Context: an optimization exercise on an open-source flow, tuned for small area. The choices shown serve that exercise and are no tape-out recipe.
Function was checked by simulation only, so behaviour that the tests miss may differ from the original.
Power is estimated from default activity; no workload was simulated.

### flow/flow/run.sh
#!/bin/bash
# Own layout flow: the standard flow with two changes.
# 1. Synthesis is the standard flow's synthesis script with ABC's area-oriented mapping
#    script (flow/abc_area.script) in place of ORFS's speed script; nothing
#    else in synthesis changes, so the registers are the standard ones.
# 2. The port buffers are the smallest buffer cell.
# Each tool's output goes to a log file in the work folder (and ORFS's logs).
set -euo pipefail
W=$PWD
F=$W/flow
sed "s|log_cmd abc {\*}\$abc_args|log_cmd abc -script $F/abc_area.script {*}[lrange \$abc_args 2 end]|" \
  "$FLOW_HOME/scripts/synth.tcl" > "$W/synth_area.tcl"
grep -q "abc_area.script" "$W/synth_area.tcl"
sed "s|source \$::env(SCRIPTS_DIR)/synth.tcl|source $W/synth_area.tcl|" "$W/synth_recipe.tcl" > "$W/my_synth.tcl"
grep -q "synth_area.tcl" "$W/my_synth.tcl"
sed "s|$W/synth_recipe.tcl|$W/my_synth.tcl|" "$W/standard.sh" > "$W/my_standard.sh"
grep -q "my_synth.tcl" "$W/my_standard.sh"
bash "$W/my_standard.sh" synth > "$W/synth.log" 2>&1
bash "$W/my_standard.sh" "BUFFER_PORTS_ARGS=-buffer_cell sky130_fd_sc_hd__buf_1" finish > "$W/layout.log" 2>&1
### flow/flow/abc_area.script
strash
dch
map -a
topo
stime -c
### flow/standard.sh
#!/bin/bash
# synth_recipe.tcl (not shown) runs the flow's synth.tcl, then flattens the netlist and writes it again
# the make line also repeats each setting of config.mk as NAME=value (left out here)
make -C /OpenROAD-flow-scripts/flow DESIGN_CONFIG=/design/flow/config.mk WORK_HOME=/design/flow/orfs CLKGATE_MAP_FILE= SYNTH_SCRIPT=/design/flow/synth_recipe.tcl "${@:-finish}"
### flow/config.mk
export PLATFORM = sky130hd
export DESIGN_NAME = pico9
export DESIGN_NICKNAME = pico9
export VERILOG_FILES = /design/flow/design.v
export SDC_FILE = /design/flow/constraint.sdc
export NUM_CORES = 4
export LEC_CHECK = 0
export CAP_MARGIN = 20
export CORE_MARGIN = 2
export CORE_UTILIZATION = 60
export CTS_BUF_LIST = sky130_fd_sc_hd__clkbuf_8
export CTS_CLUSTER_DIAMETER = 150
export CTS_CLUSTER_SIZE = 40
export GPL_TIMING_DRIVEN = 0
export SLEW_MARGIN = 20
### flow/constraint.sdc
create_clock -name core_clock -period 6.5 [get_ports {clk}]
set_input_delay 1.3000 -clock core_clock [delete_from_list [all_inputs] [get_ports {clk}]]
set_output_delay 1.3000 -clock core_clock [all_outputs]
set_load 0.01 [all_outputs]
### flow/design.v
module pico9(clk, reset, port, iord, iowr, data_in, data_out,
	rom_addr, rom_data, mem_addr, mem_we, mem_rdata);
input clk, reset;
input [8:0] data_in;
output iord, iowr;
output [8:0] data_out;
output [IOMSB-1:0] port;
output [8:0] rom_addr;
input [31:0] rom_data;
output [10:0] mem_addr;
output mem_we;
input [8:0] mem_rdata;
localparam IOMSB = 3;
function [11:0] bk11;
	input [10:0] a, b;
	input c;
	integer n, d;
	reg [10:0] g, p, x;
	begin
		x = a ^ b;
		g = a & b;
		p = x;
		g[0] = g[0] | p[0] & c;
		for (d = 1; d < 11; d = d * 2)
			for (n = 2 * d - 1; n < 11; n = n + 2 * d) begin
				g[n] = g[n] | p[n] & g[n - d];
				p[n] = p[n] & p[n - d];
			end
		for (d = 4; d > 0; d = d / 2)
			for (n = 3 * d - 1; n < 11; n = n + 2 * d) begin
				g[n] = g[n] | p[n] & g[n - d];
				p[n] = p[n] & p[n - d];
			end
		bk11 = { g[10], x ^ { g[9:0], c } };
	end
endfunction
function [9:0] bk9;
	input [8:0] a, b;
	input c;
	integer n, d;
	reg [8:0] g, p, x;
	begin
		x = a ^ b;
		g = a & b;
		p = x;
		g[0] = g[0] | p[0] & c;
		for (d = 1; d < 9; d = d * 2)
			for (n = 2 * d - 1; n < 9; n = n + 2 * d) begin
				g[n] = g[n] | p[n] & g[n - d];
				p[n] = p[n] & p[n - d];
			end
		for (d = 4; d > 0; d = d / 2)
			for (n = 3 * d - 1; n < 9; n = n + 2 * d) begin
				g[n] = g[n] | p[n] & g[n - d];
				p[n] = p[n] & p[n - d];
			end
		bk9 = { g[8], x ^ { g[7:0], c } };
	end
endfunction
function [11:0] add11;
	input [10:0] a, b;
	input c;
	integer n;
	reg [11:0] r;
	begin
		r[0] = c;
		for (n = 0; n < 11; n = n + 1) r[n + 1] = a[n] & b[n] | (a[n] ^ b[n]) & r[n];
		add11 = { r[11], a ^ b ^ r[10:0] };
	end
endfunction
function [9:0] add9;
	input [8:0] a, b;
	input c;
	integer n;
	reg [9:0] r;
	begin
		r[0] = c;
		for (n = 0; n < 9; n = n + 1) r[n + 1] = a[n] & b[n] | (a[n] ^ b[n]) & r[n];
		add9 = { r[9], a ^ b ^ r[8:0] };
	end
endfunction
wire [31:0] i = rom_data;
wire [8:0] data;
reg [3:0] flags;
reg [1:0] ph;
reg idle;
reg [1:0] k;			 
wire m1 = ph == 2'd0;
wire m2 = ph == 2'd1;
wire m3 = ph == 2'd2;
wire m4 = ph == 2'd3;
wire alu = ~i[31];
wire pop = i[31] & ~i[30];	 
wire last = k == i[29:28];
wire contd = alu & ~last;
always @(posedge clk) begin
	idle <= reset;
	if (reset | idle) ph <= 2'd0;
	else ph <= { ph[1] ^ ph[0], ~ph[0] | ph[1] & contd };
	if (reset | m4 & ~contd) k <= 2'd0;
	else if (m4) k <= k + 2'd1;
end
reg [8:0] pc;
wire [8:0] pc_next = add9(pc, 9'd0, 1'b1);
wire cond_ok = ~i[27] | flags[i[26:25]] ^ i[24];
always @(posedge clk)
	if (reset) pc <= 0;
	else if (m3)
		if (i[31] ? ~i[30] | ~i[29] & ~cond_ok : last)
			pc <= pc_next;
		else if (i[31])
			pc <= i[29:28] == 2'b10 ? data : i[8:0];
assign rom_addr = pc;
reg [10:0] srcptr, dstptr;
reg [10:0] adr;			 
wire shr = alu & &i[26:25];
wire upd = m3 | m4 & last;
wire seld = m1 ? i[31] & i[30] : m2 ? alu : m4 & last;
wire [1:0] mode = seld ? i[22:21] : i[10:9];
wire [8:0] off = upd ? 9'd0 : seld ? i[20:12] : i[8:0];
wire pen = upd | |mode;
wire [10:0] base = pen ? (seld ? dstptr : srcptr) : 11'd0;
wire neg = upd ? mode[0] : shr;
wire [2:0] j = k + (m3 | m4 | m2 & i[31]);
wire [3:0] dj = neg ? 4'd0 - { 1'b0, j } : { 1'b0, j };
wire [10:0] offx = { {2{ pen & off[8] }}, off };
wire [10:0] dx = { {7{ dj[3] }}, dj };
wire [10:0] cs_s = base ^ offx ^ dx;
wire [10:0] cs_c = base & offx | (base ^ offx) & dx;
wire [11:0] adr_y = bk11(cs_s, { cs_c[9:0], 1'b0 }, 1'b0);
always @(posedge clk)
	if (~m3) adr <= adr_y[10:0];
wire isio = ~|adr[10:IOMSB+1];
reg io_q;
reg [8:0] data_in_q;
always @(posedge clk) begin
	io_q <= isio & ~adr[IOMSB];
	data_in_q <= data_in;
end
assign data = io_q ? data_in_q : mem_rdata;
assign mem_addr = adr;
wire ptr_st = pop & i[28] & (ph[1] ^ ph[0]);
wire ptr_ld = pop & ~i[28] & ph[1];
wire [10:0] ptr_d = i[29] ? i[10:0] : { data[2:0], data[7:0] };
wire src_step = m3 & alu & last & i[10];
wire dst_step = m4 & alu & last & i[22];
always @(posedge clk)
	if (reset) srcptr <= 0;
	else if (src_step | ptr_ld & ~i[24])
		srcptr <= ptr_ld ? (m3 ? { srcptr[10:8], ptr_d[7:0] } : { ptr_d[10:8], srcptr[7:0] }) :
			adr_y[10:0];
always @(posedge clk)
	if (reset) dstptr <= 0;
	else if (dst_step | ptr_ld & i[24])
		dstptr <= ptr_ld ? (m3 ? { dstptr[10:8], ptr_d[7:0] } : { ptr_d[10:8], dstptr[7:0] }) :
			adr_y[10:0];
wire wr = m4 & alu & i[27] | m2 & &i[31:28] | ptr_st;
assign mem_we = wr;
assign port = adr[IOMSB-1:0];
assign iord = m2 & alu & isio & ~adr[IOMSB] & ~i[11];
assign iowr = wr & isio & adr[IOMSB];
reg [8:0] src;
wire inv = i[24] & ~(i[26] & i[25]);
always @(posedge clk)
	src <= (i[11] ? k == 2'd0 ? i[8:0] : 9'b0 : data) ^ {9{ inv }};
wire cy = flags[2];
wire [8:0] logic_y = i[25] ?
	i[24] ? ~src | data : src ^ data :
	i[24] ? ~src & data : src;
wire [9:0] add_y = bk9(data, src, cy ^ i[24]);
wire [8:0] shr_y = { |i[29:28] ? { 1'b0, cy } : { cy, src[8] }, src[7:1] };
wire [8:0] alu_y = i[26] ? i[25] ? shr_y : add_y[8:0] : logic_y;
wire [10:0] ptr_v = i[24] ? dstptr : srcptr;
wire [8:0] ptr_y = m3 ? { 6'd0, ptr_v[10:8] } : { 1'b0, ptr_v[7:0] };
assign data_out = i[31] ? i[30] ? pc_next : ptr_y : { last & alu_y[8], alu_y[7:0] };
always @(posedge clk)
	if (reset) flags <= 0;
	else if (alu)
		if (m1 & ~idle) flags <= 4'b0011;
		else if (m4)
			flags <= {
				shr ? src[0] : add_y[9],
				shr ? src[0] : add_y[8],
				flags[1] & ~|alu_y[8:0],
				flags[0] & ~|alu_y[7:0]
			};
endmodule
==> results of run 1 <==
[power by group through the flow]
stage               Clock (uW)  Combinational (uW)  Sequential [uW]
floorplan                    0                 228              515
CTS                        407                 360              500
finish                     408                 375              501
global placement             0                 342              509
detailed placement           0                 356              510
global route               423                 417              506
[cells in the final DEF, fill, tap and decap left out, types with 5 or more instances in the layout]
cell                       count
sky130_fd_sc_hd__o211ai_1     14
sky130_fd_sc_hd__fa_1         20
sky130_fd_sc_hd__ha_1         49
sky130_fd_sc_hd__nor2_1       77
sky130_fd_sc_hd__dfxtp_1      59
sky130_fd_sc_hd__nor3_1        8
sky130_fd_sc_hd__clkinv_1    112
sky130_fd_sc_hd__o21ai_0     106
sky130_fd_sc_hd__a31oi_1       8
sky130_fd_sc_hd__buf_1        81
sky130_fd_sc_hd__nand2_1     100
sky130_fd_sc_hd__clkinv_2      5
sky130_fd_sc_hd__o22ai_1      12
sky130_fd_sc_hd__xor2_1       12
sky130_fd_sc_hd__edfxtp_1     11
sky130_fd_sc_hd__a211oi_1      6
sky130_fd_sc_hd__clkbuf_8     11
sky130_fd_sc_hd__xnor2_1       8
sky130_fd_sc_hd__buf_4        14
sky130_fd_sc_hd__a21oi_1      77
sky130_fd_sc_hd__nand3_1       7
[critical path, delay by kind of cell]
kind | cells | cell delay (ns)
simple gates | 3 | 0.37
fa+ha+maj | 3 | 1.34
compound gates | 5 | 1.22
buf+inv | 2 | 0.55
xor+xnor | 1 | 0.15
[stage by stage]
step | setup TNS [ns] | util [%] | setup WS (ns) | hold slack (ns)
3_3_place_gp | -34.99 | 67.1 | -1.94 | 0.447
3_5_place_dp | -14.12 | 67.3 | -1.22 | 0.447
6_report | 0 | 71.4 | 0.240 | 0.454
5_1_grt | -0.0145 | 71.4 | -0.0145 | 0.472
2_1_floorplan | 0 | - | 0.144 | 0.419
4_1_cts | 0 | 70.1 | 0.0567 | 0.454
[worst max path at each step]
| stage | startpoint | end |
|---|---|---|
| floorplan | rom_data[29] | dstptr[9] |
| global placement | rom_data[29] | srcptr[9] |
| detailed placement | rom_data[29] | dstptr[9] |
| CTS | mem_rdata[0] | data_out[8] |
| global route | rom_data[29] | dstptr[9] |
| finish | rom_data[24] | data_out[8] |
[area by class of cell]
type,instances,share of cell area [%]
plain buffers,3,0.364
clock buffers,11,2.44
clock inverters,5,1.19
inverters,117,7.27
multi-input cells,541,55.5
flip-flops and latches,70,24.4
well taps,108,2.18
repair buffers,95,6.62
[logic make-up after synthesis]
group | after synthesis | synth area share (%)
AOI/OAI and AO/OA | 246 | 25.6
xor gates and xnor gates | 21 | 3.43
adders and majority gates | 69 | 18.9
buffers and inverters | 120 | 8.60
DFF | 70 | 28.2
muxes | 2 | 0.373
and+or+nand+nor | 203 | 14.9
[repair_timing]
| item | in CTS | in global routing |
|---|---|---|
| setup buffers | 0 | 9 |
| pin swaps | 0 | 2 |
| endpoints found under the hold margin | 0 | 0 |
| endpoints found under the setup margin | 15 | 11 |
| resized for setup | 12 | 15 |
[registers in the layout, indices dropped and copies added (netlist names)]
name       cells
k              2
pc             9
flags          4
srcptr        11
ph             2
io_q           1
idle           1
adr           11
src            9
data_in_q      9
dstptr        11
[metal layers]
layer / track usage [%] / wire length [um]
met4: 11.1 / 424
met5: 0 / 0
met2: 53.7 / 7430
met3: 7.87 / 1800
met1: 46.0 / 6620
==> flow_summary.json, run 1 <==
{
  "run_status": "finished clean",
  "synth.distinct_cells": 32,
  "min_from": "idle",
  "p_leak_uw": 0.00240,
  "worst_hold_path.endpoint": "ph[1]",
  "stdcell_count": 950,
  "fmax_mhz": 160,
  "final.period_utilization_pct": 96.3,
  "htreeDepth": 3,
  "wl_per_cell_um": 17.1,
  "dieArea_um2": 9720,
  "series_of_cell_instances_along_the_critical_path": "buf_4 -> xor2_1 -> fa_1 -> fa_1 -> a221oi_1 -> o31ai_1 -> a21oi_1 -> nor2_1 -> nor2_1 -> fa_1 -> o21ai_0 -> nand2_1 -> o32ai_1 -> buf_1",
  "ios": 87,
  "cts_num_sinks": 70,
  "timing.final.hold_violations": 0,
  "setup_viol": 0,
  "worst-endpoint-required_ns": 5.20,
  "cts_buffers": 9,
  "synth_most_common_cell": "sky130_fd_sc_hd__clkinv_1",
  "hold_class": "reg -> reg",
  "initial_utilization_pct": 61.9,
  "main_synth_ff_type": "sky130_fd_sc_hd__dfxtp_1",
  "placed_cells_incl_taps": 925,
  "synth_top_cell_area_share_pct": 22.0,
  "worst-path-max-fanout": 40,
  "stdcell_area_um2": 6190,
  "first_global_vias": 5229,
  "numPortBuffers": 85,
  "cts_tree": "done",
  "path_common_cell": "sky130_fd_sc_hd__fa_1",
  "layout_area_overhead_pct": 15.4,
  "nNetsFinal": 958,
  "crit_slowest_cell": "sky130_fd_sc_hd__a221oi_1",
  "total_power_uw": 1280,
  "post-synth-top-area-cell": "sky130_fd_sc_hd__dfxtp_1",
  "p_sw_share_pct": 34.1,
  "critPathLaunchType": "input pin",
  "synth.cell_area_um2": 5370,
  "ff_latch_area_um2": 1510,
  "finalMaxSlewViolations": 0,
  "core_region_area_um2": 8680,
  "area_of_the_multi_input_gates_um2": 3440,
  "grt_antenna_before_repair": 1,
  "synth-warning-count": 1,
  "num_vias": 5669,
  "min_period_ns": 6.26,
  "reg2reg_depth": 26,
  "gp_congestion": 0.995,
  "cts.path.max_buffers": 2,
  "drtAntennaViolNets": 0,
  "yosys_register_bits": 70,
  "crit_path_max_incr_delay_ns": 0.48,
  "die_extent_in_x_um": 98.6,
  "grt_first_pass_wirelength_um": 26000,
  "p_switching_uw": 437,
  "detailed_place_hpwl_um": 12500,
  "yosys-top-cells-area": "sky130_fd_sc_hd__dfxtp_1 22%, sky130_fd_sc_hd__ha_1 11%, sky130_fd_sc_hd__o21ai_0 10%",
  "globalRoute.totalOverflow": 0,
  "drt_iter0_drc": 531,
  "hold-path-cell-count": 1,
  "drc": 0,
  "die_extent_in_y_um": 98.6,
  "synth-edff-count": 11,
  "power.combinational.fraction_pct": 29.2,
  "power.share.sequential_pct": 39.0,
  "postRouteWirelength_um": 16300,
  "yosys-top-cells-count": "117 x sky130_fd_sc_hd__clkinv_1, 107 x sky130_fd_sc_hd__o21ai_0, 100 x sky130_fd_sc_hd__nand2_1, 81 x sky130_fd_sc_hd__nor2_1, 78 x sky130_fd_sc_hd__a21oi_1",
  "viasPerCell": 5.97,
  "dr.pass1.iters": 5,
  "slew_headroom_pct": 30.9,
  "arrival_ns": 4.96,
  "reg2reg_slack_ns": 0.61,
  "hold_buffers": 0,
  "power.density_cell_area_nw_per_um2": 207,
  "synthCells": 731,
  "timing_worst_setup_path_type": "in -> out",
  "clock-skew-final_ns": 0.0127,
  "postSynth.asyncResetShare_pct": 0,
  "ir_drop_mv": 0.121,
  "dpl_cell_area_um2": 5840,
  "grt_start_max_net_pins": 41,
  "globalRouteTotalUtil_pct": 33.8,
  "r2r_start": "ph[0]",
  "num_antenna_cells": 0,
  "crit_path_end_kind": "output port",
  "count_of_filler_cells_inserted_in_the_layout": 765,
  "timing.rr.end": "dstptr[9]",
  "cts.clk_slew.worst_paths_ns": 0.08,
  "cts_root_buf": "sky130_fd_sc_hd__clkbuf_8",
  "post_synthesis_average_cell_area_um2": 7.34,
  "worstSkewPairLatency_ns": 0.35,
  "intPower_uw": 846,
  "cap_violations": 0,
  "timing_worst_slew_pin_value_ns": 1.03,
  "syn_nets": 852,
  "fp-row-count": 34,
  "drive_gt1_share_pct": 5.94,
  "clock_power_share_pct": 31.8,
  "sequential_cell_area_fraction_in_the_yosys_report_pct": 28.2
}
==> inputs of run 2 (changes only) <==
--- a/flow/config.mk
+++ b/flow/config.mk
@@ -10,6 +10,3 @@
 export CORE_UTILIZATION = 60
 export CTS_BUF_LIST = sky130_fd_sc_hd__clkbuf_8
-export CTS_CLUSTER_DIAMETER = 150
-export CTS_CLUSTER_SIZE = 40
-export GPL_TIMING_DRIVEN = 0
 export SLEW_MARGIN = 20
==> run 2 against run 1 <==
Area after synthesis is the same. Synthesized cell count is the same. Sequential share of layout area grew 0.10 points. Maximum frequency grew 1.8%. Critical path type unchanged. Largest cell class unchanged. Utilization shrank 0.30 points. Global-route usage grew 1.2 points. Non-clock buffer count grew 9. Clock-buffer cell count is the same. Clock skew shrank 0.0056 ns. First-iteration DRC count shrank 19%. Clock power shrank 13%.
==> flow_summary.json, run 2 <==
{
  "p_leak_uw": 0.00240,
  "timing.setup.tns_ns": 0,
  "timing.final.hold_violations": 0,
  "run_status": "finished clean",
  "crit_path_end_kind": "output port",
  "drc": 0,
  "die_extent_in_y_um": 98.6,
  "layout_common_cells": "117 x sky130_fd_sc_hd__clkinv_1, 107 x sky130_fd_sc_hd__o21ai_0, 100 x sky130_fd_sc_hd__nand2_1",
  "arrival_ns": 4.85,
  "num_vias": 5775,
  "dieArea_um2": 9720,
  "timing_worst_slew_pin_value_ns": 1.12,
  "stdcell_area_um2": 6170,
  "num_antenna_cells": 0,
  "cts_num_sinks": 70,
  "hold_buffers": 0,
  "yosys-top-cells-area": "sky130_fd_sc_hd__dfxtp_1 22%, sky130_fd_sc_hd__ha_1 11%, sky130_fd_sc_hd__o21ai_0 10%",
  "postSynth.asyncResetShare_pct": 0,
  "rsz0062_at_grt": "false",
  "critPathLaunchType": "input pin",
  "synth.cell_area_um2": 5370,
  "cts_tree": "done",
  "sequential_cell_area_fraction_in_the_yosys_report_pct": 28.2,
  "synth-edff-count": 11,
  "postRouteWirelength_um": 16600,
  "initial_utilization_pct": 61.9,
  "cts_root_buf": "sky130_fd_sc_hd__clkbuf_8",
  "cap_violations": 0,
  "drtAntennaViolNets": 0,
  "hold_slack_ns": 0.465,
  "wl_per_cell_um": 17.4,
  "die_extent_in_x_um": 98.6,
  "final_common_cell": "sky130_fd_sc_hd__clkinv_1",
  "layout_area_overhead_pct": 14.9,
  "clock-skew-final_ns": 0.00713,
  "htreeDepth": 3,
  "viasPerCell": 6.03,
  "core_region_area_um2": 8680,
  "cts.clk_slew.worst_paths_ns": 0.07,
  "grt_antenna_before_repair": 1,
  "worst-path-buf-inv": 3,
  "synth.distinct_cells": 32,
  "fp-row-count": 34,
  "synthCells": 731,
  "numPortBuffers": 85,
  "globalRoute.totalOverflow": 0,
  "path_common_cell": "sky130_fd_sc_hd__fa_1",
  "dp_slack_ns": 0.0500,
  "series_of_cell_instances_along_the_critical_path": "buf_1 -> o21ai_0 -> clkinv_1 -> fa_1 -> fa_1 -> a221oi_1 -> o31ai_1 -> a21oi_1 -> nor2_1 -> nor2_1 -> fa_1 -> o21ai_0 -> nand2_1 -> o32ai_1 -> buf_1",
  "gp_congestion": 0.956,
  "slew_headroom_pct": 25.4,
  "post_synthesis_average_cell_area_um2": 7.34,
  "hold_class": "reg -> reg",
  "critical_path.top_delay_family": "compound AO/OA/AOI/OAI gates",
  "grt_first_pass_wirelength_um": 26700,
  "synth-warning-count": 1,
  "crit_path_max_incr_delay_ns": 0.46,
  "cts.path.max_buffers": 2,
  "cts_buffers": 9,
  "worst-path-max-fanout": 2,
  "ios": 87,
  "setup_ws_ns": 0.349,
  "worstSkewPairLatency_ns": 0.35,
  "drt_iter0_drc": 432,
  "largest_registers": "adr (11), dstptr (11), srcptr (11)",
  "finalMaxSlewViolations": 0,
  "first_global_vias": 5423,
  "worst-endpoint-required_ns": 5.20,
  "dr.pass1.iters": 5,
  "crit_slowest_cell": "sky130_fd_sc_hd__a221oi_1",
  "globalRouteTotalUtil_pct": 35.0,
  "yosys-top-cells-count": "117 x sky130_fd_sc_hd__clkinv_1, 107 x sky130_fd_sc_hd__o21ai_0, 100 x sky130_fd_sc_hd__nand2_1, 81 x sky130_fd_sc_hd__nor2_1, 78 x sky130_fd_sc_hd__a21oi_1",
  "syn_nets": 852,
  "dpl_cell_area_um2": 5970,
  "synth_most_common_cell": "sky130_fd_sc_hd__clkinv_1",
  "drive_gt1_share_pct": 4.83,
  "fmax_mhz": 163,
  "detailed_place_hpwl_um": 13200,
  "timing_worst_setup_path_type": "in -> out",
  "power.density_cell_area_nw_per_um2": 199,
  "grt_start_max_net_pins": 40,
  "min_period_ns": 6.15,
  "post-synth-top-area-cell": "sky130_fd_sc_hd__dfxtp_1",
  "main_synth_ff_type": "sky130_fd_sc_hd__dfxtp_1",
  "yosys_register_bits": 70,
  "setup_viol": 0,
  "final.period_utilization_pct": 94.6,
  "nNetsFinal": 967,
  "synth_top_cell_area_share_pct": 22.0,
  "ir_drop_mv": 0.122
}
[run 2: path summary, 6_finish.rpt]
kind	slack, ns	from	to	cells after the start
worst min-delay path	0.46	srcptr[6]	srcptr[6]	2
worst min register to register	0.46	srcptr[6]	srcptr[6]	2
worst max register to register	0.96	ph[1]	srcptr[9]	28
worst max-delay path	0.35	mem_rdata[0]	data_out[8]	15
[run 2: what timing repair did]
item / in CTS / in global routing
resized for setup: 0 / 2
setup buffers: 0 / 0
endpoints found under the hold margin: 0 / 0
setup endpoints to repair: 0 / 2
[run 2: report_power, final]
part	switching (uW)	internal (uW)
sequential	25.8	477
combinational	238	133
clock	163	192
total	427	801
[run 2: layout make-up]
type | count | area [um2]
Fill cell | 788 | 2510
Sequential cell | 70 | 1510
Timing Repair Buffer | 107 | 484
Clock inverter | 3 | 37.5
Clock buffer | 11 | 151
Inverter | 117 | 439
Tap cell | 108 | 135
Multi-Input combinational cell | 541 | 3410
[run 2: cells by family (layout without fill, tap and decap cells)]
| logic type | count (synthesis) | count (layout) | synth area share, % |
|---|---|---|---|
| AO/OA/AOI/OAI | 246 | 246 | 25.6 |
| AND/OR/NAND/NOR | 203 | 203 | 14.9 |
| buffers and inverters | 120 | 238 | 8.60 |
| flip-flops | 70 | 70 | 28.2 |
| adder cells (fa/ha/maj) | 69 | 69 | 18.9 |
| XOR/XNOR | 21 | 21 | 3.43 |
| multiplexers | 2 | 2 | 0.373 |
[run 2: worst register-to-register path: cells and delay by family (launching register included)]
kind / cells / cell delay, ns
buffers and inverters: 4 / 0.35
xor gates and xnor gates: 2 / 0.44
adders and majority gates: 7 / 2.10
DFF: 1 / 0.34
AOI/OAI and AO/OA: 7 / 1.25
and+or+nand+nor: 8 / 0.96
[run 2: stage by stage]
| stage | util, % | power (uW) | cells |
|---|---|---|---|
| 2_1_floorplan | - | 743 | 731 |
| 3_3_place_gp | 68.8 | 856 | 943 |
| 3_5_place_dp | 68.8 | 874 | 943 |
| 4_1_cts | 70.9 | 1220 | 957 |
| 5_1_grt | 71.1 | 1290 | 957 |
| 6_report | 71.1 | 1230 | 957 |
[run 2: per-layer routing]
layer | vias up | part of all wire, % | wire length [um] | GRT usage [%]
li1 | 2720 | - | - | -
met1 | 2643 | 41 | 6760 | 46.9
met2 | 343 | 45 | 7550 | 55.2
met3 | 67 | 9.9 | 1650 | 6.60
met4 | 2 | 3.9 | 643 | 15.9
met5 | - | 0.078 | 13 | 0
==> inputs of run 3 (changes only) <==
--- a/flow/design.v
+++ b/flow/design.v
@@ -133,10 +133,10 @@
 wire isio = ~|adr[10:IOMSB+1];
 reg io_q;
-reg [8:0] data_in_q;
+reg [IOMSB-1:0] port_q;
 always @(posedge clk) begin
 	io_q <= isio & ~adr[IOMSB];
-	data_in_q <= data_in;
+	port_q <= adr[IOMSB-1:0];
 end
-assign data = io_q ? data_in_q : mem_rdata;
+assign data = io_q ? data_in : mem_rdata;
 assign mem_addr = adr;
 wire ptr_st = pop & i[28] & (ph[1] ^ ph[0]);
@@ -157,5 +157,5 @@
 wire wr = m4 & alu & i[27] | m2 & &i[31:28] | ptr_st;
 assign mem_we = wr;
-assign port = adr[IOMSB-1:0];
+assign port = m3 & ~(pop & i[28]) ? port_q : adr[IOMSB-1:0];
 assign iord = m2 & alu & isio & ~adr[IOMSB] & ~i[11];
 assign iowr = wr & isio & adr[IOMSB];
==> flow/flow/run.sh (replaced) <==
#!/bin/bash
# Own layout flow: the standard flow with three changes.
# 1. Synthesis is the standard flow's synthesis script with ABC's area-oriented mapping
#    script (flow/abc_area.script) in place of ORFS's speed script, and
# 2. without ORFS's extraction of full and half adder cells, so that ABC maps
#    all the logic. Neither touches the registers, which stay the standard
#    synthesis's, with the same names and cells.
# 3. The port buffers are the smallest buffer cell.
# Each tool's output goes to a log file in the work folder (and ORFS's logs).
set -euo pipefail
W=$PWD
F=$W/flow
sed -e "s|log_cmd abc {\*}\$abc_args|log_cmd abc -script $F/abc_area.script {*}[lrange \$abc_args 2 end]|" \
    -e 's|^\( *\)extract_fa {\*}\[dont_use_extract_fa_args\]$|\1# extract_fa left out|' \
  "$FLOW_HOME/scripts/synth.tcl" > "$W/synth_area.tcl"
grep -q "abc_area.script" "$W/synth_area.tcl"
grep -q "extract_fa left out" "$W/synth_area.tcl"
sed "s|source \$::env(SCRIPTS_DIR)/synth.tcl|source $W/synth_area.tcl|" "$W/synth_recipe.tcl" > "$W/my_synth.tcl"
grep -q "synth_area.tcl" "$W/my_synth.tcl"
sed "s|$W/synth_recipe.tcl|$W/my_synth.tcl|" "$W/standard.sh" > "$W/my_standard.sh"
grep -q "my_synth.tcl" "$W/my_standard.sh"
bash "$W/my_standard.sh" synth > "$W/synth.log" 2>&1
bash "$W/my_standard.sh" "BUFFER_PORTS_ARGS=-buffer_cell sky130_fd_sc_hd__buf_1" finish > "$W/layout.log" 2>&1
==> flow/flow/abc_area.script (replaced) <==
&get -n
&st
&dch
&nf -R 1000 -p
&put
topo
stime -c
==> run 3 against run 2 <==
Sequential cell count fell by 6. Largest cell class unchanged. Still clean on timing, DRC and antenna. Sequential power fell by 6.6%. Sequential share of layout area rose by 0.44 points. Die area fell by 10%. Synthesized cell count fell by 13%. Wire length fell by 10%. Clock skew rose by 0.0019 ns.
==> flow_summary.json, run 3 <==
{
  "placed_cells_incl_taps": 838,
  "htreeDepth": 3,
  "stdcell_count": 855,
  "timing.rr.end": "dstptr[10]",
  "synth_most_common_cell": "sky130_fd_sc_hd__nor2_1",
  "first_global_vias": 5005,
  "initial_utilization_pct": 62.0,
  "timing_worst_slew_pin_value_ns": 1.13,
  "worst-path-max-fanout": 3,
  "cts_tree": "done",
  "fp-row-count": 32,
  "synth-edff-count": 11,
  "final_common_cell": "sky130_fd_sc_hd__nor2_1",
  "min_period_ns": 6.13,
  "slew_headroom_pct": 24.3,
  "power.density_cell_area_nw_per_um2": 218,
  "finalMaxSlewViolations": 0,
  "ir_drop_mv": 0.167,
  "worst-endpoint-required_ns": 5.20,
  "largest_registers": "adr (11), dstptr (11), srcptr (11)",
  "die_extent_in_x_um": 93.3,
  "hold_class": "reg -> reg",
  "main_synth_ff_type": "sky130_fd_sc_hd__dfxtp_1",
  "ios": 87,
  "viasPerCell": 6.22,
  "nNetsFinal": 800,
  "drt_iter0_drc": 400,
  "setup_viol": 0,
  "total_power_uw": 1210,
  "globalRouteTotalUtil_pct": 34.8,
  "final.period_utilization_pct": 94.4,
  "cts.clk_slew.worst_paths_ns": 0.08,
  "post_synthesis_average_cell_area_um2": 7.52,
  "synth_top_cell_area_share_pct": 22.2,
  "layout_common_cells": "94 x sky130_fd_sc_hd__nor2_1, 93 x sky130_fd_sc_hd__nand2_1, 85 x sky130_fd_sc_hd__buf_1",
  "synthCells": 637,
  "reg2reg_depth": 24,
  "drive_gt1_share_pct": 4.91,
  "crit_end": "data_out[8]",
  "arrival_ns": 4.83,
  "core_region_area_um2": 7730,
  "reg2reg_slack_ns": 1.66,
  "layout_area_overhead_pct": 16.5,
  "synth.cell_area_um2": 4790,
  "cts_buffers": 9,
  "cts.path.max_buffers": 2,
  "globalRoute.totalOverflow": 0,
  "wl_per_cell_um": 17.4,
  "yosys-top-cells-area": "sky130_fd_sc_hd__dfxtp_1 22%, sky130_fd_sc_hd__xnor2_1 9.9%, sky130_fd_sc_hd__o21ai_0 8.2%",
  "yosys_register_bits": 64,
  "drtAntennaViolNets": 0,
  "critical_path.startpoint": "data_in[0]",
  "fmax_mhz": 163,
  "postRouteWirelength_um": 14900,
  "yosys-top-cells-count": "94 x sky130_fd_sc_hd__nor2_1, 93 x sky130_fd_sc_hd__nand2_1, 78 x sky130_fd_sc_hd__o21ai_0, 54 x sky130_fd_sc_hd__xnor2_1, 53 x sky130_fd_sc_hd__dfxtp_1",
  "dieArea_um2": 8710,
  "num_antenna_cells": 0,
  "grt_antenna_before_repair": 0,
  "critPathLaunchType": "input pin",
  "timing.final.hold_violations": 0,
  "timing_worst_setup_path_type": "in -> out",
  "crit_path_end_kind": "output port",
  "gp_congestion": 0.950,
  "dr.pass1.iters": 5,
  "synth-warning-count": 1,
  "post-synth-top-area-cell": "sky130_fd_sc_hd__dfxtp_1",
  "syn_nets": 689,
  "clock-skew-final_ns": 0.00907,
  "r2r_start": "k[0]",
  "detailed_place_hpwl_um": 11400,
  "cts_root_buf": "sky130_fd_sc_hd__clkbuf_8",
  "grt_start_max_net_pins": 40,
  "sequential_cell_area_fraction_in_the_yosys_report_pct": 29.0,
  "grt_first_pass_wirelength_um": 23600,
  "p_leak_uw": 0.00195,
  "cap_violations": 0,
  "die_extent_in_y_um": 93.3,
  "rsz0062_at_grt": "false",
  "drc": 0,
  "timing.setup.tns_ns": 0,
  "num_vias": 5316,
  "synth.distinct_cells": 46,
  "cts_num_sinks": 64,
  "cts_setup_buffers": 0,
  "run_status": "finished clean",
  "numPortBuffers": 85,
  "worstSkewPairLatency_ns": 0.35,
  "postSynth.asyncResetShare_pct": 0
}
run 3: changes by cell type after synthesis, moves of 20 or more:
cell,change
sky130_fd_sc_hd__ha_1,-49
sky130_fd_sc_hd__clkinv_1,-106
sky130_fd_sc_hd__fa_1,-20
sky130_fd_sc_hd__mux2i_1,+27
sky130_fd_sc_hd__xnor2_1,+46
sky130_fd_sc_hd__a21oi_1,-32
sky130_fd_sc_hd__o21ai_0,-29
run 3: area by class of cell:
cell class | instances | area (um2)
Tap cell | 102 | 128
Clock inverter | 7 | 95.1
Fill cell | 661 | 2150
Timing Repair Buffer | 100 | 432
Multi-Input combinational cell | 562 | 3370
Sequential cell | 64 | 1390
Clock buffer | 9 | 124
Inverter | 11 | 41.3
run 3: cell families after synthesis:
family,Yosys count,synth area share [%]
and+or+nand+nor,256,23.4
buffers and inverters,11,0.862
AOI/OAI and AO/OA,197,24.7
xor gates and xnor gates,72,13.2
muxes,36,8.65
adders and majority gates,1,0.209
DFF,64,29.0
run 3: routing by layer:
metal  share of wire, %  track usage (%)  wire (um)
met2                 46             56.6       6850
met4                2.0             13.0        305
met5                  0                0          0
met3                 11             6.37       1700
met1                 40             46.1       6020
run 3: critical path, stage by stage:
cell                       delay (ns)
sky130_fd_sc_hd__buf_1           0.07
sky130_fd_sc_hd__mux2i_1         0.25
sky130_fd_sc_hd__xnor2_1         0.12
sky130_fd_sc_hd__nand2_1         0.08
sky130_fd_sc_hd__o21ai_0         0.12
sky130_fd_sc_hd__nand2_1         0.08
sky130_fd_sc_hd__o21ai_0         0.13
sky130_fd_sc_hd__nand2_1         0.09
sky130_fd_sc_hd__o21ai_0         0.13
sky130_fd_sc_hd__o21ai_1         0.30
sky130_fd_sc_hd__o21a_1          0.21
sky130_fd_sc_hd__a21o_1          0.08
sky130_fd_sc_hd__o21ai_0         0.14
sky130_fd_sc_hd__a21oi_2         0.25
sky130_fd_sc_hd__a21o_1          0.10
sky130_fd_sc_hd__o21ai_0         0.19
sky130_fd_sc_hd__xnor2_1         0.22
sky130_fd_sc_hd__o211ai_1        0.17
sky130_fd_sc_hd__o21ai_0         0.20
sky130_fd_sc_hd__o32ai_1         0.39
sky130_fd_sc_hd__buf_1           0.19
run 3: how the worst min path moves through the flow:
stage | startpoint | endpoint | depth (start not counted)
final | adr[1] | port_q[1] | 0
after global routing | adr[2] | port_q[2] | 0
after CTS | adr[1] | port_q[1] | 0
after detailed placement | adr[1] | port_q[1] | 0
after global placement | adr[0] | port_q[0] | 0
after floorplan | idle | ph[0] | 1
run 3: stage by stage:
step / worst slack [ns] / instance area (um2) / hold WS (ns) / util, %
2_1_floorplan: 0.993 / 4790 / 0.415 / -
3_3_place_gp: 0.616 / 5350 / 0.377 / 69.2
3_5_place_dp: 0.355 / 5350 / 0.381 / 69.2
4_1_cts: 0.331 / 5570 / 0.400 / 72.1
5_1_grt: 0.0362 / 5580 / 0.426 / 72.2
6_report: 0.367 / 5580 / 0.399 / 72.2
run 3: power breakdown:
group | leakage (uW) | switching [uW] | internal [uW]
Combinational | 0.00129 | 220 | 139
Sequential | 0.000549 | 29.3 | 440
Clock | 0.000110 | 170 | 217
Total | 0.00195 | 419 | 796
run 3: what timing repair did:
| action | 4_1_cts | 5_1_grt |
|---|---|---|
| endpoints found under the setup margin | 0 | 1 |
| resized for setup | 0 | 2 |
| hold buffers | 0 | 0 |
==> inputs of run 4 (changes only) <==
--- a/flow/flow/run.sh
+++ b/flow/flow/run.sh
@@ -7,4 +7,5 @@
 #    synthesis's, with the same names and cells.
 # 3. The port buffers are the smallest buffer cell.
+# 4. Clock tree synthesis inserts no dummy loads.
 # Each tool's output goes to a log file in the work folder (and ORFS's logs).
 set -euo pipefail
@@ -21,3 +22,5 @@
 grep -q "my_synth.tcl" "$W/my_standard.sh"
 bash "$W/my_standard.sh" synth > "$W/synth.log" 2>&1
-bash "$W/my_standard.sh" "BUFFER_PORTS_ARGS=-buffer_cell sky130_fd_sc_hd__buf_1" finish > "$W/layout.log" 2>&1
+bash "$W/my_standard.sh" "BUFFER_PORTS_ARGS=-buffer_cell sky130_fd_sc_hd__buf_1" \
+  "CTS_ARGS=-sink_clustering_enable -repair_clock_nets -buf_list sky130_fd_sc_hd__clkbuf_8 -dont_use_dummy_load" \
+  finish > "$W/layout.log" 2>&1
==> flow/flow/abc_area.script (replaced) <==
&get -n
&st
&deepsyn -T 20
&dch
&nf -R 1000 -p
&put
topo
stime -c
--- a/flow/config.mk
+++ b/flow/config.mk
@@ -10,3 +10,4 @@
 export CORE_UTILIZATION = 60
 export CTS_BUF_LIST = sky130_fd_sc_hd__clkbuf_8
+export GPL_TIMING_DRIVEN = 0
 export SLEW_MARGIN = 20
==> run 4 against run 3 <==
The layout now fails its checks (setup timing). Final cell count is 3.4% lower. Clock-buffer cell count stayed put. Maximum frequency is 7.9% lower. Critical path type is now in -> reg. Area after synthesis is 4.0% lower. Wire length is 14% higher. Via count is 6.7% higher. Largest power group is now combinational logic. Worst hold slack worse by 0.0021 ns.
==> flow_summary.json, run 4 <==
{
  "nNetsFinal": 781,
  "reg2reg_depth": 30,
  "final.period_utilization_pct": 102,
  "setup_viol": 2,
  "worstSkewPairLatency_ns": 0.35,
  "cts_buffers": 9,
  "timing.final.hold_violations": 0,
  "total_power_uw": 1270,
  "postSynth.asyncResetShare_pct": 0,
  "worst-endpoint-required_ns": 6.73,
  "num_vias": 5670,
  "sequential_cell_area_fraction_in_the_yosys_report_pct": 30.3,
  "wl_per_cell_um": 20.6,
  "timing_worst_slew_pin_value_ns": 1.29,
  "run_status": "failed layout checks",
  "cts_tree": "done",
  "crit_path_end_kind": "flop",
  "grt_start_max_net_pins": 29,
  "post-synth-top-area-cell": "sky130_fd_sc_hd__dfxtp_1",
  "min_from": "adr[1]",
  "path_common_cell": "sky130_fd_sc_hd__xnor2_2",
  "layout_common_cells": "79 x sky130_fd_sc_hd__buf_1, 77 x sky130_fd_sc_hd__nand2_1, 71 x sky130_fd_sc_hd__nor2_1",
  "critPathLaunchType": "input pin",
  "slew_headroom_pct": 13.2,
  "core_region_area_um2": 7330,
  "htreeDepth": 3,
  "die_extent_in_y_um": 91.5,
  "drive_gt1_share_pct": 13.6,
  "synthCells": 597,
  "synth-edff-count": 11,
  "fp-row-count": 31,
  "power.density_cell_area_nw_per_um2": 221,
  "globalRouteTotalUtil_pct": 36.7,
  "cts_root_buf": "sky130_fd_sc_hd__clkbuf_8",
  "synth_top_cell_area_share_pct": 23.1,
  "cts.clk_slew.worst_paths_ns": 0.07,
  "timing.setup.tns_ns": -0.314,
  "drt_iter0_drc": 811,
  "yosys-top-cells-area": "sky130_fd_sc_hd__dfxtp_1 23%, sky130_fd_sc_hd__edfxtp_1 7.2%, sky130_fd_sc_hd__nand2_1 6.5%",
  "globalRoute.totalOverflow": 0,
  "final_common_cell": "sky130_fd_sc_hd__buf_1",
  "crit_path_max_incr_delay_ns": 0.31,
  "die_extent_in_x_um": 91.5,
  "fmax_mhz": 150,
  "routed_length_on_met3_um": 2240,
  "synth-warning-count": 1,
  "largest_registers": "adr (11), dstptr (11), srcptr (11)",
  "area_of_the_multi_input_gates_um2": 3450,
  "dr.pass1.iters": 9,
  "postRouteWirelength_um": 17000,
  "syn_nets": 649,
  "rsz0062_at_grt": "true",
  "grt_first_pass_wirelength_um": 24400,
  "detailed_place_hpwl_um": 11500,
  "wirelength_met1_um": 6290,
  "arrival_ns": 6.89,
  "r2r_start": "ph[1]",
  "initial_utilization_pct": 62.7,
  "worst-path-max-fanout": 21,
  "timing_worst_setup_path_type": "in -> reg",
  "ir_drop_mv": 0.134,
  "cts.path.max_buffers": 2,
  "critical_path.top_delay_family": "compound AO/OA/AOI/OAI gates",
  "yosys_register_bits": 64,
  "yosys-top-cells-count": "79 x sky130_fd_sc_hd__nand2_1, 76 x sky130_fd_sc_hd__nor2_1, 55 x sky130_fd_sc_hd__o21ai_0, 53 x sky130_fd_sc_hd__dfxtp_1, 49 x sky130_fd_sc_hd__a21oi_1",
  "hold_class": "reg -> reg",
  "count_of_filler_cells_inserted_in_the_layout": 485,
  "ios": 87,
  "gp_congestion": 0.966,
  "reg2reg_slack_ns": -0.02,
  "synth.distinct_cells": 56,
  "synth_most_common_cell": "sky130_fd_sc_hd__nand2_1",
  "crit_end": "srcptr[10]",
  "cap_violations": 0,
  "top_layer_used": "met4",
  "detailroute.wirelength.met2_um": 7550,
  "clock-skew-final_ns": 0.0270,
  "critical_path.startpoint": "rom_data[31]",
  "hold_buffers": 0,
  "timing.rr.end": "srcptr[10]",
  "grt_antenna_before_repair": 0,
  "viasPerCell": 6.86,
  "crit_slowest_cell": "sky130_fd_sc_hd__a221oi_2",
  "drc": 0,
  "worst-path-buf-inv": 5,
  "main_synth_ff_type": "sky130_fd_sc_hd__dfxtp_1",
  "layout_area_overhead_pct": 25.6,
  "synth.cell_area_um2": 4600,
  "check-failures": "setup timing",
  "min_period_ns": 6.66,
  "num_antenna_cells": 0,
  "dieArea_um2": 8380,
  "p_leak_uw": 0.00207,
  "drtAntennaViolNets": 0,
  "cts_num_sinks": 64,
  "ff_latch_area_um2": 1390,
  "first_global_vias": 4979,
  "critical_path_depth": 34,
  "hold-path-cell-count": 0,
  "post_synthesis_average_cell_area_um2": 7.70,
  "finalMaxSlewViolations": 0,
  "numPortBuffers": 85,
  "setup_ws_ns": -0.158
}
## run 4: cells by family (layout without fill, tap and decap cells)
kind of cell,Yosys count,in the layout,synth area share (%)
AO/OA/AOI/OAI,209,209,30.0
flip-flops,64,64,30.3
buffers and inverters,16,146,1.31
AND/OR/NAND/NOR,232,232,22.8
adder cells (fa/ha/maj),2,2,0.436
XOR/XNOR,55,55,10.5
multiplexers,19,19,4.74
## run 4: cell type report
| class | count | area share [%] |
|---|---|---|
| tap | 99 | 2.14 |
| sequential | 64 | 24.1 |
| clock buffer | 9 | 2.14 |
| timing repair buffer | 121 | 10.7 |
| inverter | 16 | 1.06 |
| multi-input combinational | 517 | 59.8 |
## run 4: repair_timing
item,4_1_cts,5_1_grt
buffers inserted,14,22
pin swaps,9,23
hold endpoints to repair,0,0
resized for setup,41,37
endpoints found under the setup margin,9,7
## run 4: worst register-to-register path: cells and delay by family, from the launching register on
kind	cells	cell delay (ns)
compound gates	13	2.17
flops	1	0.70
xor+xnor	8	1.53
buf+inv	3	0.76
simple gates	6	1.24
## run 4: worst min-delay path by stage
stage                            to  slack, ns
final                     port_q[1]       0.40
after global routing      port_q[1]       0.42
after CTS                 port_q[1]       0.40
after detailed placement  port_q[1]       0.38
after global placement    port_q[0]       0.36
after floorplan               ph[1]       0.41
## run 4: report_power, final
group | switching, uW | total, uW | internal [uW]
registers | 42.6 | 497 | 454
clock network | 137 | 260 | 123
logic | 305 | 517 | 212
total | 484 | 1270 | 790
## run 4: metrics by stage
stage / setup slack, ns / area (um2) / hold WS [ns] / cells / util [%]
6_report: -0.158 / 5780 / 0.397 / 826 / 78.8
3_5_place_dp: -1.79 / 5060 / 0.377 / 781 / 69.1
4_1_cts: 0.0151 / 5440 / 0.401 / 804 / 74.2
3_3_place_gp: -1.70 / 5060 / 0.365 / 781 / 69.0
2_1_floorplan: 0.00118 / 4610 / 0.413 / 597 / -
5_1_grt: -0.401 / 5780 / 0.419 / 826 / 78.8
## run 4: metal layers
layer  track usage [%]  vias up
met1              49.5     2545
li1                  -     2503
met3              7.39      117
met5                 0        -
met4              13.0        0
met2              58.2      505
==> inputs of run 5 (changes only) <==
==> flow/flow/abc_area.script (replaced) <==
&get -n
&st
&dch
&nf -R 1000 -p
&put
topo
stime -c
==> run 5 against run 4 <==
The run now finishes clean. Total power down 14%. Clock power hardly changed. Sequential power decreased by 5.6%. Final cell count up 1.1%. Die area increased by 4.0%. Non-clock buffer count is 34 lower. Combinational power shrank 29%. Worst hold slack better by 0.00089 ns. Design area decreased by 5.5%. Largest cell class unchanged. Highest routed layer unchanged.
==> flow_summary.json, run 5 <==
{
  "synthCells": 637,
  "clock-skew-final_ns": 0.0199,
  "cts.path.max_buffers": 2,
  "first_global_vias": 4859,
  "worst_hold_path.endpoint": "port_q[0]",
  "globalRouteTotalUtil_pct": 35.4,
  "setup_ws_ns": 0.239,
  "cts_tree": "done",
  "timing_worst_setup_path_type": "in -> out",
  "dieArea_um2": 8710,
  "arrival_ns": 4.96,
  "numPortBuffers": 85,
  "run_status": "finished clean",
  "drtAntennaViolNets": 0,
  "slew_headroom_pct": 28.2,
  "finalMaxSlewViolations": 0,
  "syn_nets": 689,
  "synth.distinct_cells": 46,
  "ir_drop_mv": 0.113,
  "min_period_ns": 6.26,
  "layout_common_cells": "93 x sky130_fd_sc_hd__nand2_1, 92 x sky130_fd_sc_hd__nor2_1, 81 x sky130_fd_sc_hd__buf_1",
  "timing_worst_slew_pin_value_ns": 1.07,
  "p_leak_uw": 0.00187,
  "hold_slack_ns": 0.398,
  "post_synthesis_average_cell_area_um2": 7.52,
  "worst-path-max-fanout": 25,
  "drt_iter0_drc": 451,
  "initial_utilization_pct": 62.0,
  "final.period_utilization_pct": 96.3,
  "cts_root_buf": "sky130_fd_sc_hd__clkbuf_8",
  "post-route-util_pct": 70.6,
  "hold-path-cell-count": 0,
  "cts.clk_slew.worst_paths_ns": 0.06,
  "power.density_cell_area_nw_per_um2": 201,
  "gp_congestion": 0.953,
  "num_antenna_cells": 0,
  "nNetsFinal": 787,
  "globalRoute.totalOverflow": 0,
  "cts_num_sinks": 64,
  "dr.pass1.iters": 5,
  "wl_per_cell_um": 18.1,
  "final_common_cell": "sky130_fd_sc_hd__nand2_1",
  "sequential_cell_area_fraction_in_the_yosys_report_pct": 29.0,
  "stdcell_count": 835,
  "worst-endpoint-required_ns": 5.20,
  "count_of_filler_cells_inserted_in_the_layout": 675,
  "synth.cell_area_um2": 4790,
  "largest_registers": "adr (11), dstptr (11), srcptr (11)",
  "synth-edff-count": 11,
  "num_vias": 5336,
  "ios": 87,
  "reg2reg_slack_ns": 1.36,
  "postSynth.asyncResetShare_pct": 0,
  "dp_slack_ns": -0.337,
  "timing.setup.tns_ns": 0,
  "fp-row-count": 32,
  "grt_start_max_net_pins": 40,
  "grt_antenna_before_repair": 0,
  "die_extent_in_y_um": 93.3,
  "viasPerCell": 6.39,
  "drive_gt1_share_pct": 3.96,
  "layout_area_overhead_pct": 13.9,
  "yosys-top-cells-area": "sky130_fd_sc_hd__dfxtp_1 22%, sky130_fd_sc_hd__xnor2_1 9.9%, sky130_fd_sc_hd__o21ai_0 8.2%",
  "drc": 0,
  "die_extent_in_x_um": 93.3,
  "crit_path_end_kind": "output port",
  "postRouteWirelength_um": 15100,
  "placed_cells_incl_taps": 825,
  "core_region_area_um2": 7730,
  "worstSkewPairLatency_ns": 0.35,
  "timing.rr.end": "dstptr[10]",
  "post-synth-top-area-cell": "sky130_fd_sc_hd__dfxtp_1",
  "reg2reg_depth": 19,
  "grt_first_pass_wirelength_um": 24100,
  "main_synth_ff_type": "sky130_fd_sc_hd__dfxtp_1",
  "cap_violations": 0,
  "synth_top_cell_area_share_pct": 22.2,
  "yosys_register_bits": 64,
  "hold_class": "reg -> reg",
  "r2r_start": "ph[1]",
  "htreeDepth": 3,
  "synth-warning-count": 1,
  "setup_viol": 0,
  "cts_buffers": 9,
  "timing.final.hold_violations": 0,
  "yosys-top-cells-count": "94 x sky130_fd_sc_hd__nor2_1, 93 x sky130_fd_sc_hd__nand2_1, 78 x sky130_fd_sc_hd__o21ai_0, 54 x sky130_fd_sc_hd__xnor2_1, 53 x sky130_fd_sc_hd__dfxtp_1",
  "synth_most_common_cell": "sky130_fd_sc_hd__nor2_1",
  "fmax_mhz": 160,
  "detailed_place_hpwl_um": 11200,
  "critPathLaunchType": "input pin",
  "min_from": "adr[0]",
  "hold_buffers": 0
}
==> run 5: changes by cell type after synthesis, moves of 12 or more <==
cell	previous run	this run
sky130_fd_sc_hd__mux2i_1	6	29
sky130_fd_sc_hd__xnor2_1	30	54
sky130_fd_sc_hd__o21ai_0	55	78
sky130_fd_sc_hd__nand2_1	79	93
sky130_fd_sc_hd__a22o_1	14	0
sky130_fd_sc_hd__a22oi_1	25	8
sky130_fd_sc_hd__nor2_1	76	94
sky130_fd_sc_hd__a222oi_1	12	0
sky130_fd_sc_hd__a211oi_1	3	18
==> run 5: report_power, final <==
part	internal (uW)	switching, uW	total, uW
logic	139	226	365
registers	441	28.6	469
clock network	123	138	261
total	703	392	1100
==> run 5: how the worst max path moves through the flow <==
stage,from,endpoint
after floorplan,data_in[0],data_out[8]
after global placement,rom_data[31],dstptr[10]
after detailed placement,rom_data[29],dstptr[10]
after CTS,rom_data[24],data_out[8]
after global routing,rom_data[24],data_out[8]
final,rom_data[24],data_out[8]
==> run 5: area by class of cell <==
cell class                 count  area, um2  area share [%]
clock buffer                   9        124            2.27
timing repair buffer          87        345            6.33
tap                          102        128            2.34
inverter                      11       41.3           0.757
multi-input combinational    562       3430            62.8
sequential                    64       1390            25.5
==> run 5: cell families (layout without fill, tap and decap cells) <==
| logic type | count (synthesis) | count (layout) | synth area share (%) |
|---|---|---|---|
| AO/OA/AOI/OAI | 197 | 197 | 24.7 |
| XOR/XNOR | 72 | 72 | 13.2 |
| adder cells (fa/ha/maj) | 1 | 1 | 0.209 |
| buffers and inverters | 11 | 107 | 0.862 |
| flip-flops | 64 | 64 | 29.0 |
| multiplexers | 36 | 36 | 8.65 |
| AND/OR/NAND/NOR | 256 | 256 | 23.4 |
==> run 5: timing repair <==
item                       4_1_cts  5_1_grt
gates resized for setup          3       10
pin swaps                        0        1
setup buffers                    0        1
setup endpoints to repair        5       13
==> run 5: through the flow <==
stage	cell area (um2)	total power, uW
2_1_floorplan	4790	712
5_1_grt	5460	1150
4_1_cts	5410	1080
6_report	5460	1100
3_5_place_dp	5270	823
3_3_place_gp	5240	808
==> run 5: per-layer routing <==
layer  vias up  global-route usage, %  part of all wire [%]
met3        40                   6.93                    10
met1      2482                   48.9                    42
met5         -                      0                     0
met2       312                   55.4                    45
li1       2502                      -                     -
met4         0                   12.4                   2.3
==> run 5: critical path, cell delays in order <==
cell and delay (ns):
sky130_fd_sc_hd__clkbuf_4 0.30, sky130_fd_sc_hd__xor2_1 0.23, sky130_fd_sc_hd__nand2_1 0.11, sky130_fd_sc_hd__o21ai_0 0.14, sky130_fd_sc_hd__nand2_1 0.08, sky130_fd_sc_hd__o21ai_0 0.16
sky130_fd_sc_hd__nand2_1 0.10, sky130_fd_sc_hd__o21ai_0 0.19, sky130_fd_sc_hd__o21ai_2 0.27, sky130_fd_sc_hd__o21a_1 0.21, sky130_fd_sc_hd__a21o_1 0.09, sky130_fd_sc_hd__o21ai_0 0.14
sky130_fd_sc_hd__a21oi_2 0.25, sky130_fd_sc_hd__a21o_1 0.13, sky130_fd_sc_hd__o21ai_0 0.21, sky130_fd_sc_hd__xnor2_1 0.22, sky130_fd_sc_hd__o211ai_1 0.18, sky130_fd_sc_hd__o21ai_0 0.18
sky130_fd_sc_hd__o32ai_1 0.29, sky130_fd_sc_hd__buf_1 0.20
==> inputs of run 6 (changes only) <==
--- a/flow/flow/run.sh
+++ b/flow/flow/run.sh
@@ -23,4 +23,4 @@
 bash "$W/my_standard.sh" synth > "$W/synth.log" 2>&1
 bash "$W/my_standard.sh" "BUFFER_PORTS_ARGS=-buffer_cell sky130_fd_sc_hd__buf_1" \
-  "CTS_ARGS=-sink_clustering_enable -repair_clock_nets -buf_list sky130_fd_sc_hd__clkbuf_8 -dont_use_dummy_load" \
+  "CTS_ARGS=-sink_clustering_enable -repair_clock_nets -root_buf sky130_fd_sc_hd__clkbuf_8 -buf_list sky130_fd_sc_hd__clkbuf_4 -dont_use_dummy_load" \
   finish > "$W/layout.log" 2>&1
--- a/flow/config.mk
+++ b/flow/config.mk
@@ -9,5 +9,4 @@
 export CORE_MARGIN = 2
 export CORE_UTILIZATION = 60
-export CTS_BUF_LIST = sky130_fd_sc_hd__clkbuf_8
 export GPL_TIMING_DRIVEN = 0
 export SLEW_MARGIN = 20
==> run 6 against run 5 <==
Sequential power is essentially flat. Synthesized cell count is the same. Clock power is essentially flat. Largest power group unchanged. Maximum frequency is the same. Sequential share of layout area is the same. Critical endpoint unchanged. Sequential cell count is the same. Total power is the same. Worst hold slack is the same. Critical path depth is the same.
==> flow_summary.json, run 6 <==
{
  "worst-path-buf-inv": 2,
  "post_synthesis_average_cell_area_um2": 7.52,
  "r2r_start": "ph[1]",
  "cts.clk_slew.worst_paths_ns": 0.06,
  "cts.path.max_buffers": 2,
  "setup_viol": 0,
  "die_extent_in_x_um": 93.3,
  "final.period_utilization_pct": 96.3,
  "hold-path-cell-count": 0,
  "synth_most_common_cell": "sky130_fd_sc_hd__nor2_1",
  "path_common_cell": "sky130_fd_sc_hd__o21ai_0",
  "fmax_mhz": 160,
  "dr.pass1.iters": 5,
  "timing.final.hold_violations": 0,
  "fp-row-count": 32,
  "worst-path-max-fanout": 25,
  "sequential_cell_area_fraction_in_the_yosys_report_pct": 29.0,
  "crit_path_end_kind": "output port",
  "core_region_area_um2": 7730,
  "main_synth_ff_type": "sky130_fd_sc_hd__dfxtp_1",
  "cts_buffers": 9,
  "hold_buffers": 0,
  "area_of_the_multi_input_gates_um2": 3430,
  "detailed_place_hpwl_um": 11200,
  "grt_first_pass_wirelength_um": 24100,
  "yosys_register_bits": 64,
  "cts_root_buf": "sky130_fd_sc_hd__clkbuf_8",
  "cap_violations": 0,
  "series_of_cell_instances_along_the_critical_path": "clkbuf_4 -> xor2_1 -> nand2_1 -> o21ai_0 -> nand2_1 -> o21ai_0 -> nand2_1 -> o21ai_0 -> o21ai_2 -> o21a_1 -> a21o_1 -> o21ai_0 -> a21oi_2 -> a21o_1 -> o21ai_0 -> xnor2_1 -> o211ai_1 -> o21ai_0 -> o32ai_1 -> buf_1",
  "synth_top_cell_area_share_pct": 22.2,
  "timing.rr.end": "dstptr[10]",
  "numPortBuffers": 85,
  "arrival_ns": 4.96,
  "power.density_cell_area_nw_per_um2": 201,
  "synth-edff-count": 11,
  "min_period_ns": 6.26,
  "ff_latch_area_um2": 1390,
  "placed_cells_incl_taps": 825,
  "worstSkewPairLatency_ns": 0.35,
  "hold_class": "reg -> reg",
  "first_global_vias": 4859,
  "post-synth-top-area-cell": "sky130_fd_sc_hd__dfxtp_1",
  "dieArea_um2": 8710,
  "layout_area_overhead_pct": 13.9,
  "timing_worst_setup_path_type": "in -> out",
  "die_extent_in_y_um": 93.3,
  "cts_num_sinks": 64,
  "count_of_filler_cells_inserted_in_the_layout": 675,
  "postSynth.asyncResetShare_pct": 0,
  "crit_slowest_cell": "sky130_fd_sc_hd__clkbuf_4",
  "cts_tree": "done",
  "drtAntennaViolNets": 0,
  "timing_worst_slew_pin_value_ns": 1.07,
  "finalMaxSlewViolations": 0,
  "syn_nets": 689,
  "ir_drop_mv": 0.113,
  "initial_utilization_pct": 62.0,
  "synth.cell_area_um2": 4790,
  "layout_common_cells": "93 x sky130_fd_sc_hd__nand2_1, 92 x sky130_fd_sc_hd__nor2_1, 81 x sky130_fd_sc_hd__buf_1",
  "dp_slack_ns": -0.337,
  "synth-warning-count": 1,
  "reg2reg_depth": 19,
  "critical_path.top_delay_family": "compound AO/OA/AOI/OAI gates",
  "reg2reg_slack_ns": 1.36,
  "run_status": "finished clean",
  "postRouteWirelength_um": 15100,
  "drt_iter0_drc": 451,
  "ios": 87,
  "final_common_cell": "sky130_fd_sc_hd__nand2_1",
  "worst-endpoint-required_ns": 5.20,
  "num_vias": 5336,
  "globalRouteTotalUtil_pct": 35.4,
  "num_antenna_cells": 0,
  "setup_ws_ns": 0.239,
  "wl_per_cell_um": 18.1,
  "timing.setup.tns_ns": 0,
  "min_from": "adr[0]",
  "drive_gt1_share_pct": 3.96,
  "grt_start_max_net_pins": 40,
  "crit_path_max_incr_delay_ns": 0.30,
  "nNetsFinal": 787,
  "clock-skew-final_ns": 0.0199,
  "critPathLaunchType": "input pin",
  "synthCells": 637,
  "globalRoute.totalOverflow": 0,
  "viasPerCell": 6.39,
  "slew_headroom_pct": 28.2,
  "grt_antenna_before_repair": 0,
  "hold_slack_ns": 0.398,
  "worst_hold_path.endpoint": "port_q[0]",
  "htreeDepth": 3,
  "synth.distinct_cells": 46,
  "drc": 0,
  "largest_registers": "adr (11), dstptr (11), srcptr (11)",
  "p_leak_uw": 0.00187,
  "post-route-util_pct": 70.6,
  "stdcell_count": 835,
  "yosys-top-cells-area": "sky130_fd_sc_hd__dfxtp_1 22%, sky130_fd_sc_hd__xnor2_1 9.9%, sky130_fd_sc_hd__o21ai_0 8.2%",
  "gp_congestion": 0.953,
  "yosys-top-cells-count": "94 x sky130_fd_sc_hd__nor2_1, 93 x sky130_fd_sc_hd__nand2_1, 78 x sky130_fd_sc_hd__o21ai_0, 54 x sky130_fd_sc_hd__xnor2_1, 53 x sky130_fd_sc_hd__dfxtp_1"
}
[run 6: cell counts after synthesis]
No cell type changed its count.
[run 6: cell type report]
type                       instances  share of cell area, %
inverter                          11                  0.757
multi-input combinational        562                   62.8
tap                              102                   2.34
sequential                        64                   25.5
timing repair buffer              87                   6.33
clock buffer                       9                   2.27
[run 6: worst max path at each step]
stage | startpoint | endpoint | slack (ns) | depth (start not counted)
2_1_floorplan | data_in[0] | data_out[8] | 0.99 | 19
5_1_grt | rom_data[24] | data_out[8] | -0.08 | 20
3_3_place_gp | rom_data[31] | dstptr[10] | -0.77 | 22
4_1_cts | rom_data[24] | data_out[8] | 0.03 | 20
6_report | rom_data[24] | data_out[8] | 0.24 | 20
3_5_place_dp | rom_data[29] | dstptr[10] | -0.34 | 24
[run 6: timing repair]
item | CTS | global route
pin swaps | 0 | 1
buffers inserted | 0 | 1
resized for setup | 3 | 10
endpoints found under the setup margin | 5 | 13
[run 6: metrics by stage]
stage	power [uW]	cell area, um2
after floorplan	712	4790
after global placement	808	5240
after detailed placement	823	5270
after CTS	1080	5410
after global routing	1150	5460
final	1100	5460
[run 6: cells by family after synthesis]
family | synth area share (%)
buffers and inverters | 0.862
multiplexers | 8.65
adder cells (fa/ha/maj) | 0.209
AND/OR/NAND/NOR | 23.4
flip-flops | 29.0
XOR/XNOR | 13.2
AO/OA/AOI/OAI | 24.7
[run 6: metal layers]
layer	vias up	part of all wire, %	global-route usage (%)	wire, um
met5	-	0	0	0
met4	0	2.3	12.4	343
met3	40	10	6.93	1550
met2	312	45	55.4	6860
met1	2482	42	48.9	6340
li1	2502	-	-	-
[run 6: power by group]
part | internal (uW) | leakage [uW] | switching (uW)
clock | 123 | 0.0000647 | 138
combinational | 139 | 0.00126 | 226
sequential | 441 | 0.000549 | 28.6
total | 703 | 0.00187 | 392

[afterwards: timing with drivers on the ports]
The results above use ideal ports. As a check the final layouts listed here were re-extracted and re-timed, cells and wires unchanged.
Step 1 assumes that a clkbuf_16 drives the clock port and a buf_2 every other input.
Step 2, shift: input delay + t, output delay - t, t = (earliest + latest rising clock arrival at the registers) / 2. This alone moves slack from input paths to output paths.
a / b / c = ideal ports / drivers / drivers and shift; a / b = the first two.
| run | shift t [ns] | setup slack, ns | latest minus earliest clock arrival (ns) |
|---|---|---|---|
| run 1 | 0.378 | 0.240 / 0.218 / 0.143 | 0.014 / 0.013 |
| run 2 | 0.377 | 0.349 / 0.329 / 0.138 | 0.007 / 0.008 |
| run 3 | 0.374 | 0.367 / 0.347 / 0.347 | 0.009 / 0.009 |
| run 4 | 0.368 | -0.158 / -0.145 / -0.513 | 0.027 / 0.027 |
| run 5 | 0.371 | 0.239 / 0.219 / 0.219 | 0.020 / 0.020 |
| run 6 | 0.371 | 0.239 / 0.219 / 0.219 | 0.020 / 0.020 |
For run 4, which loses most, drivers alone change the setup slack by +0.013 ns; drivers and shift together by -0.355 ns.
